Source: an optimization exercise on an open RTL-to-GDS flow (aim: small area). Production flows keep margins and buffers that such runs may drop. Function was checked by simulation only, so behaviour that the tests miss may differ from the original. Power and IR drop assume default switching activity.

// copter_soc
module copter_soc (
    input  wire       clk,
    input  wire       rstn,          
    input  wire       spi_sck,
    input  wire       spi_mosi,
    input  wire       spi_cs,        
    output wire       spi_miso,
    input  wire [5:0] pwm_in,
    output wire [6:0] led,
    output wire       busy
);
function [15:0] inc16(input [15:0] x);
    integer i;
    reg c;
    begin
        c = 1'b1;
        for (i = 0; i < 16; i = i + 1) begin
            inc16[i] = x[i] ^ c;
            c = c & x[i];
        end
    end
endfunction
function [15:0] dec16(input [15:0] x);
    integer i;
    reg b;
    begin
        b = 1'b1;
        for (i = 0; i < 16; i = i + 1) begin
            dec16[i] = x[i] ^ b;
            b = b & ~x[i];
        end
    end
endfunction
reg        sck_q, sck_old_q, mosi_q, ss_q;
reg  [7:0] sh;           
reg        rx_valid;     
reg  [2:0] bit_ct;
reg  [7:0] rx_byte;
reg        miso_q;
wire [7:0] fifo_q;
wire sck_rise = ~ss_q & ~sck_old_q & sck_q;
wire sck_fall = ~ss_q & sck_old_q & ~sck_q;
wire rx_done  = sck_rise & (&bit_ct);
always @(posedge clk) begin
    sck_q     <= spi_sck;
    sck_old_q <= sck_q;
    mosi_q    <= spi_mosi;
    ss_q      <= spi_cs;
    if (ss_q | rx_done)
        sh <= fifo_q;
    else if (sck_rise)
        sh <= {sh[6:0], mosi_q};
    if (rx_done)
        rx_byte <= {sh[6:0], mosi_q};
    rx_valid <= rx_done;
    if (ss_q)
        bit_ct <= 3'd0;
    else if (sck_rise)
  ...
export LEC_CHECK = 0
export CAP_MARGIN = 20
export CORE_MARGIN = 2
export CORE_UTILIZATION = 75
export SLEW_MARGIN = 20
create_clock -name core_clock -period 8.0 [get_ports {clk}]
run.sh (not shown) runs the stock make flow with config.mk's settings and CLKGATE_MAP_FILE= SYNTH_SCRIPT=/design/flow/synth_recipe.tcl, a recipe that flattens the netlist after the stock synthesis.
Next try:
==> flow/flow/run.sh (new file) <==
#!/bin/bash
# Layout flow: the standard ORFS flow (standard.sh) with two changes:
#  - clock tree synthesis without dummy loads, clustered onto clkbuf_8 leaves;
#  - input and output ports buffered with the smallest buffer.
# Each tool's output goes to a log of its own in this folder.
set -euo pipefail
export CTS_ARGS="-sink_clustering_enable -repair_clock_nets -sink_clustering_size 18 -sink_clustering_max_diameter 50 -buf_list sky130_fd_sc_hd__clkbuf_8 -dont_use_dummy_load"
export BUFFER_PORTS_ARGS="-buffer_cell sky130_fd_sc_hd__buf_1"
bash standard.sh > orfs_make.log 2>&1
==> flow/standard.sh (new file) <==
#!/bin/bash
# synth_recipe.tcl (not shown) runs the flow's synth.tcl, then flattens the netlist and writes it again
# the make line also repeats each setting of config.mk as NAME=value (left out here)
make -C /OpenROAD-flow-scripts/flow DESIGN_CONFIG=/design/flow/config.mk WORK_HOME=/design/flow/orfs CLKGATE_MAP_FILE= SYNTH_SCRIPT=/design/flow/synth_recipe.tcl "${@:-finish}"
- CTS_BUF_LIST: unset -> sky130_fd_sc_hd__clkbuf_8
- CTS_CLUSTER_DIAMETER: unset -> 50
- CTS_CLUSTER_SIZE: unset -> 18
removed: flow/run.sh
The new run finished with timing, DRC and antenna clean. Clock power went down by well over a third. Synthesized cell count is unchanged. Non-clock buffer count went down by 1. Wire length went down by a little under a tenth. Fmax went up slightly. Die area stays the same. Worst setup slack gains 33 ps. Worst hold slack gains 4.8 ps. Final area went down by a few percent. Total power went down by about a fifth.

Another version of the RTL of copter_soc (not shown whole).
Size in the first run: ~2,300 cells after synthesis, about 20 I/O pins, ~24,000 sq um of cells after synthesis.
make LEC_CHECK=0 CAP_MARGIN=20 CORE_MARGIN=2 CORE_UTILIZATION=40 SLEW_MARGIN=20 finish   # period 8.0 ns
Stock flow here: none of the scripts above is used.
Next try:
--- a/flow/config.mk
+++ b/flow/config.mk
@@ -7,0 +8 @@
+export ABC_AREA = 1
@@ -10 +11 @@
-export CORE_UTILIZATION = 40
+export CORE_UTILIZATION = 70
Final area went down by about 3%.
Routed wire length went up by 8.0%.
Power went down by about 3.7%.
Worst setup slack is better by 0.19 ns.

--- another note on this design; it stands on its own ---

==> flow/design.v (excerpt) <==
module copter_soc (
    input  wire       clk,
    input  wire       rstn,          
    input  wire       spi_sck,
    input  wire       spi_mosi,
    input  wire       spi_cs,        
    output wire       spi_miso,
    input  wire [5:0] pwm_in,
    output wire [6:0] led,
    output wire       busy
);
clock: 8.0 ns
lec_check: 0
cap_margin: 20
core_margin: 2
core_utilization: 75
cts_buf_list: sky130_fd_sc_hd__clkbuf_8
cts_cluster_diameter: 50
cts_cluster_size: 18
slew_margin: 20
standard.sh (not shown) runs the stock make flow with config.mk's settings and CLKGATE_MAP_FILE= SYNTH_SCRIPT=/design/flow/synth_recipe.tcl, a recipe that flattens the netlist after the stock synthesis.
==> flow/flow/run.sh <==
#!/bin/bash
# Layout flow: the standard ORFS flow (standard.sh) with two changes:
#  - clock tree synthesis without dummy loads, clustered onto clkbuf_4 leaves;
#  - input and output ports buffered with the smallest buffer.
# Each tool's output goes to a log of its own in this folder.
set -euo pipefail
export CTS_ARGS="-sink_clustering_enable -repair_clock_nets -sink_clustering_size 10 -sink_clustering_max_diameter 30 -buf_list sky130_fd_sc_hd__clkbuf_4 -dont_use_dummy_load"
export BUFFER_PORTS_ARGS="-buffer_cell sky130_fd_sc_hd__buf_1"
bash standard.sh > orfs_make.log 2>&1
Edit:
==> flow/flow/run.sh (replaced) <==
#!/bin/bash
# Layout flow: the standard ORFS flow (standard.sh) with two changes:
#  - clock tree synthesis without dummy loads, clustered onto clkbuf_8 leaves;
#  - input and output ports buffered with the smallest buffer.
# Each tool's output goes to a log of its own in this folder.
set -euo pipefail
export CTS_ARGS="-sink_clustering_enable -repair_clock_nets -sink_clustering_size 18 -sink_clustering_max_diameter 50 -buf_list sky130_fd_sc_hd__clkbuf_8 -dont_use_dummy_load"
export BUFFER_PORTS_ARGS="-buffer_cell sky130_fd_sc_hd__buf_1"
bash standard.sh > orfs_make.log 2>&1
Area after synthesis is unchanged.
Sequential power hardly moves.
Clock-buffer cell count goes down by 47.
Routed wire length falls by 0.84%.
Design area fell by 0.49%.
Power decreases by about 2.6%.
Clock skew drops by 0.032 ns.
Fmax goes down by 0.48%.
Non-clock buffer count rises by 1.

* * *

copter_soc, a different RTL version from the one above (not shown whole).
Size in the first run: ~1900 cells after synthesis, ~480 flip-flops, roughly 20 I/O pins, about 22000 um2 of cells after synthesis.
// copter_soc
module copter_soc (
    input  wire       clk,
    input  wire       rstn,          
    input  wire       spi_sck,
    input  wire       spi_mosi,
    input  wire       spi_cs,        
    output wire       spi_miso,
    input  wire [5:0] pwm_in,
    output wire [6:0] led,
    output wire       busy
);
clock: 8.0 ns
lec_check: 0
cap_margin: 20
core_margin: 2
core_utilization: 75
cts_buf_list: sky130_fd_sc_hd__clkbuf_8
cts_cluster_diameter: 50
cts_cluster_size: 18
slew_margin: 20
run.sh (not shown) runs the stock make flow with config.mk's settings and CLKGATE_MAP_FILE= SYNTH_SCRIPT=/design/flow/synth_recipe.tcl, a recipe that flattens the netlist after the stock synthesis.
Stock flow here: none of the scripts above is used.
The starting point produced a clean layout.
==> next run, changes <==
Settings changed: CORE_UTILIZATION 75 to 85, CTS_CLUSTER_DIAMETER 50 to 45, CTS_CLUSTER_SIZE 18 to 20.
What happened:
- The new run finished with timing, DRC and antenna clean
- utilization rose by 11 points
- worst setup slack got worse by 0.19 ns
- non-clock buffer count is higher by 1
- clock-buffer cell count grows by 1
- area after synthesis stays the same
- critical path depth does not change

==> port drivers added, routing unchanged <==
How much do the figures lean on ideal ports? The routed layouts below were timed once more, with nothing changed but the port constraints.
Step 1 sets driving cells, clkbuf_16 on the clock port and buf_2 on the other inputs (assumed; they add their load-dependent delay and slew).
Step 2 moves the port delays by t, midway between the first and last clock arrival at a register: inputs arrive t later, outputs are due t later. That takes back most of the time a late clock gives input paths.
Three values: ideal ports, drivers, drivers and shift; two values: the first two.
run | t (ns) | slack for setup (ns) | hold WS [ns] | worst setup path after step 2 | clock arrival spread, ns
the first run of note 1 | 0.603 | 3.710 / 3.710 / 3.710 | 0.358 / 0.358 / 0.358 | register to register | 0.030 / 0.029
the second run of note 1 | 0.599 | 3.743 / 3.743 / 3.743 | 0.362 / 0.362 / 0.362 | register to register | 0.076 / 0.077
the first run of note 2 | 0.667 | 4.126 / 4.062 / 4.301 | 0.375 / 0.375 / 0.375 | register to register | 0.025 / 0.025
the second run of note 2 | 0.649 | 4.319 / 4.266 / 4.489 | 0.354 / 0.354 / 0.354 | register to register | 0.023 / 0.024
the first run of note 3 | 0.736 | 3.854 / 3.854 / 3.854 | 0.359 / 0.359 / 0.359 | register to register | 0.098 / 0.099
the second run of note 3 | 0.599 | 3.834 / 3.834 / 3.834 | 0.379 / 0.379 / 0.379 | register to register | 0.066 / 0.066
the first run of note 4 | 0.617 | 3.763 / 3.763 / 3.763 | 0.360 / 0.360 / 0.360 | register to register | 0.022 / 0.022
the second run of note 4 | 0.651 | 3.574 / 3.574 / 3.574 | 0.387 / 0.387 / 0.387 | register to register | 0.047 / 0.047
After both steps setup and hold are still met in every run listed.
